Background: an optimization exercise with open tools, aiming at small area. Do not read the settings as production practice.
The RTL was checked by simulation tests, not by an equivalence proof against the original design.
No activity file was given, so power comes from the tool's default toggle rates.

Design game, start of the top module:
module game(
    input wire [1:0] mode,
    input wire CLK,  
    input wire rst,  
    input wire [7:0] keycode,  
    input wire switch,
    input wire animate,  
    input wire [9:0] x,  
    input wire [8:0] y,  
    output reg [3:0] VGA_R,  
    output reg [3:0] VGA_G,  
    output reg [3:0] VGA_B,  
    output wire [2:0] endgame,  
    output wire [8:0] lives1,lives2
    );
Settings: LEC_CHECK=0, ABC_AREA=1, CAP_MARGIN=20, CORE_MARGIN=2, CORE_UTILIZATION=40, CTS_BUF_LIST=sky130_fd_sc_hd__clkbuf_4 sky130_fd_sc_hd__clkbuf_8, CTS_CLUSTER_DIAMETER=60, CTS_CLUSTER_SIZE=12, SLEW_MARGIN=20; clock period 10.0 ns.
standard.sh (not shown) runs the stock make flow with config.mk's settings and CLKGATE_MAP_FILE= SYNTH_SCRIPT=/design/flow/synth_recipe.tcl, a recipe that flattens the netlist after the stock synthesis.
==> flow/flow/run.sh <==
#!/bin/bash
# Own layout flow: the standard flow (standard.sh) with two changes:
# synthesis maps with an area-oriented ABC script (flow/abc.script), and the
# port buffers that global placement inserts on every input and output are
# sky130_fd_sc_hd__buf_1.  Every other step is the standard one.
set -euo pipefail
W=$(pwd)
sed "s|SYNTH_SCRIPT=[^ ]*|SYNTH_SCRIPT=$W/flow/synth.tcl|" standard.sh > own_standard.sh
grep -q "SYNTH_SCRIPT=$W/flow/synth.tcl" own_standard.sh
export FLOW_ABC_SCRIPT=$W/flow/abc.script
export BUFFER_PORTS_ARGS="-buffer_cell sky130_fd_sc_hd__buf_1"
bash own_standard.sh > flow_make.log 2>&1
==> flow/flow/abc.script <==
strash
&get -n
&deepsyn -T 60
&dch -f
&nf -a
&put
mfs3 -ae
==> flow/flow/synth.tcl <==
# The standard synthesis script (synth_recipe.tcl), with two changes: every
# ABC call uses the area-oriented script named by FLOW_ABC_SCRIPT instead of
# ORFS's, which upsizes and buffers for a 10 ps delay target; and the
# half/full adder extraction is skipped, so ABC maps that logic too.
# Registers are untouched by both, so their number, names and cells stay the
# standard ones.
proc synth {args} { yosys synth -nofsm -noshare {*}$args }
proc abc {args} {
  set i [lsearch -exact $args -script]
  if {$i >= 0} { lset args [expr {$i + 1}] $::env(FLOW_ABC_SCRIPT) }
  yosys abc {*}$args
}
proc extract_fa {args} { puts "extract_fa skipped" }
source $::env(SCRIPTS_DIR)/synth.tcl
# left out here: clear keep_hierarchy, flatten, clean up, hide names made inside functions, write 1_2_yosys.v
The baseline completed without violations.
Edit:
Settings changed: CTS_BUF_LIST sky130_fd_sc_hd__clkbuf_4 sky130_fd_sc_hd__clkbuf_8 to sky130_fd_sc_hd__clkbuf_16, CTS_CLUSTER_DIAMETER 60 to 120, CTS_CLUSTER_SIZE 12 to 28.
Result:
- The new run passed the timing, design-rule and antenna checks
- setup slack got worse by 0.11 ns
- clock skew rises by 0.014 ns
- clock-buffer cell count decreases by 15
- non-clock buffer count does not change

== red ==
Another version of the RTL of game (not shown whole).
Size: roughly 1600 cells after synthesis, roughly 250 flip-flops, roughly 66 I/O pins, about 13000 um2 of cells after synthesis.
Settings: LEC_CHECK=0, ABC_AREA=1, CAP_MARGIN=20, CORE_MARGIN=2, CORE_UTILIZATION=40, CTS_BUF_LIST=sky130_fd_sc_hd__clkbuf_8, CTS_CLUSTER_DIAMETER=80, CTS_CLUSTER_SIZE=16, SLEW_MARGIN=20; clock period 10.0 ns.
==> flow/flow/run.sh <==
#!/bin/bash
# Own layout flow: the standard flow (standard.sh) with a different ABC
# script in synthesis; every later step is the standard one.
set -euo pipefail
W=$(pwd)
sed "s|SYNTH_SCRIPT=[^ ]*|SYNTH_SCRIPT=$W/flow/synth.tcl|" standard.sh > own_standard.sh
grep -q "SYNTH_SCRIPT=$W/flow/synth.tcl" own_standard.sh
export FLOW_ABC_SCRIPT=$W/flow/abc.script
bash own_standard.sh > flow_make.log 2>&1
==> flow/flow/abc.script <==
strash
&get -n
&deepsyn -T 60
&dch -f
&nf -a
&put
==> flow/flow/synth.tcl <==
# The standard synthesis script (synth_recipe.tcl), with one change: every
# ABC call uses the area-oriented script named by FLOW_ABC_SCRIPT instead of
# ORFS's, which upsizes and buffers for a 10 ps delay target.  Registers are
# untouched by ABC, so their number, names and cells stay the standard ones.
proc synth {args} { yosys synth -nofsm -noshare {*}$args }
proc abc {args} {
  set i [lsearch -exact $args -script]
  if {$i >= 0} { lset args [expr {$i + 1}] $::env(FLOW_ABC_SCRIPT) }
  yosys abc {*}$args
}
source $::env(SCRIPTS_DIR)/synth.tcl
# left out here: clear keep_hierarchy, flatten, clean up, hide names made inside functions, write 1_2_yosys.v
red ended with every stage complete and zero timing, DRC or antenna violations.
Setup changes, red to blue
==> flow/run.sh (new file) <==
#!/bin/bash
# synth_recipe.tcl (not shown) runs the flow's synth.tcl, then flattens the netlist and writes it again
# the make line also repeats each setting of config.mk as NAME=value (left out here)
make -C /OpenROAD-flow-scripts/flow DESIGN_CONFIG=/design/flow/config.mk WORK_HOME=/design/flow/orfs CLKGATE_MAP_FILE= SYNTH_SCRIPT=/design/flow/synth_recipe.tcl finish
removed: flow/flow/run.sh
removed: flow/flow/abc.script
removed: flow/flow/synth.tcl
removed: flow/standard.sh
Notes after the runs:
Comparing blue and red, the higher total number of vias is on blue. blue against red; clock buffer count in the final layout is down by a few percent. blue ended with less highest cell delay on the worst timing path than red. Sequential share of layout area: blue < red. Area of the die, blue and red: smaller value in red. Min pin count of the biggest net entering global routing across blue and red: red. | final critical path time including I/O delays and setup | blue vs red | better |. Compare blue and red | period utilization higher: red. Re cell count along the critical path: blue is 2 up on red. red and blue ended up with roughly the same clock latency on the worst-skew pair. As of blue, largest vdd supply drop had risen by more than 10% compared to red.
## Diff of input files: green against blue
- removing CTS_CLUSTER_DIAMETER (formerly 80)
- removing CTS_CLUSTER_SIZE (formerly 16)
- removing CTS_BUF_LIST (formerly sky130_fd_sc_hd__clkbuf_8)
==> summary.txt <==
Any difference in setup slack between blue and green is small enough to ignore. Relative to blue, the total power measured on green has increased by more than a quarter. Compare blue and green | met3 track demand over resource in global routing higher: green. Of blue and green, blue shows the lower vias after detailed routing, with green above it.
Setup changes, green to orange
- CTS_CLUSTER_DIAMETER now 80, previously not set
- CTS_CLUSTER_SIZE now 16, previously not set
- CTS_BUF_LIST now sky130_fd_sc_hd__clkbuf_8, previously not set
==> flow/flow/run.sh (new file) <==
#!/bin/bash
# Own layout flow: the standard flow (standard.sh) with two changes:
# synthesis maps with an area-oriented ABC script (flow/abc.script), and the
# port buffers that global placement inserts on every input and output are
# sky130_fd_sc_hd__buf_1.  Every other step is the standard one.
set -euo pipefail
W=$(pwd)
sed "s|SYNTH_SCRIPT=[^ ]*|SYNTH_SCRIPT=$W/flow/synth.tcl|" standard.sh > own_standard.sh
grep -q "SYNTH_SCRIPT=$W/flow/synth.tcl" own_standard.sh
export FLOW_ABC_SCRIPT=$W/flow/abc.script
export BUFFER_PORTS_ARGS="-buffer_cell sky130_fd_sc_hd__buf_1"
bash own_standard.sh > flow_make.log 2>&1
==> flow/flow/abc.script (new file) <==
strash
&get -n
&deepsyn -T 60
&dch -f
&nf -a
&put
==> flow/flow/synth.tcl (new file) <==
# The standard synthesis script (synth_recipe.tcl), with one change: every
# ABC call uses the area-oriented script named by FLOW_ABC_SCRIPT instead of
# ORFS's, which upsizes and buffers for a 10 ps delay target.  Registers are
# untouched by ABC, so their number, names and cells stay the standard ones.
proc synth {args} { yosys synth -nofsm -noshare {*}$args }
proc abc {args} {
  set i [lsearch -exact $args -script]
  if {$i >= 0} { lset args [expr {$i + 1}] $::env(FLOW_ABC_SCRIPT) }
  yosys abc {*}$args
}
source $::env(SCRIPTS_DIR)/synth.tcl
# left out here: clear keep_hierarchy, flatten, clean up, hide names made inside functions, write 1_2_yosys.v
==> flow/standard.sh (new file) <==
#!/bin/bash
# synth_recipe.tcl (not shown) runs the flow's synth.tcl, then flattens the netlist and writes it again
# the make line also repeats each setting of config.mk as NAME=value (left out here)
make -C /OpenROAD-flow-scripts/flow DESIGN_CONFIG=/design/flow/config.mk WORK_HOME=/design/flow/orfs CLKGATE_MAP_FILE= SYNTH_SCRIPT=/design/flow/synth_recipe.tcl "${@:-finish}"
removed: flow/run.sh
==> comparison <==
Clock group power (higher): green. Cell count after synthesis went down by more than a quarter going from green to orange. Against green, mean cell area of the mapped netlist in orange rose by more than 10%. orange vs green, top metal layer carrying routed signals: met5 vs met4. orange has delay of the slowest cell on the worst path below what green had. The higher clock network contribution to total cell area of green and orange is in green. Between orange and green, the number of buffers added on ports figures differ only marginally. Looking at met2 demand-to-capacity share in global routing across green and orange, the one that comes out higher is green.

==> re-timing with driven ports <==
Ports are ideal in the flow. The routed layouts listed here were re-timed in OpenROAD. Step 1: set_driving_cell puts a clkbuf_16 on CLK and a buf_2 on each other input, an assumption about the parent block. Step 2 also shifts input and output timing later by t, the mid clock arrival at the registers, as if the neighbouring blocks saw the same clock. Three values: no drivers, after step 1, after step 2; two values: the first two.
| run | shift t [ns] | setup slack, ns | worst hold slack (ns) | latest minus earliest clock arrival (ns) | slew at the worst register clock pin (ns) |
|---|---|---|---|---|---|
| the first run of note 1 | 0.632 | 4.973 / 4.992 / 4.360 | 0.379 / 0.379 / 0.379 | 0.018 / 0.018 | 0.09 / 0.09 |
| the second run of note 1 | 0.548 | 4.860 / 4.883 / 4.335 | 0.387 / 0.387 / 0.387 | 0.034 / 0.033 | 0.12 / 0.12 |
| red | 0.601 | 4.691 / 4.712 / 4.111 | 0.371 / 0.371 / 0.371 | 0.031 / 0.031 | 0.12 / 0.12 |
| blue | 0.595 | 4.970 / 4.990 / 4.395 | 0.391 / 0.391 / 0.391 | 0.029 / 0.029 | 0.11 / 0.11 |
| green | 0.602 | 4.970 / 4.992 / 4.390 | 0.377 / 0.377 / 0.377 | 0.015 / 0.016 | 0.07 / 0.07 |
| orange | 0.597 | 5.101 / 5.124 / 4.527 | 0.381 / 0.381 / 0.381 | 0.034 / 0.033 | 0.11 / 0.11 |
After both steps setup and hold are still met in every run listed. For the first run of note 1, which loses most, drivers alone change the setup slack by +0.019 ns; drivers and shift together by -0.613 ns.
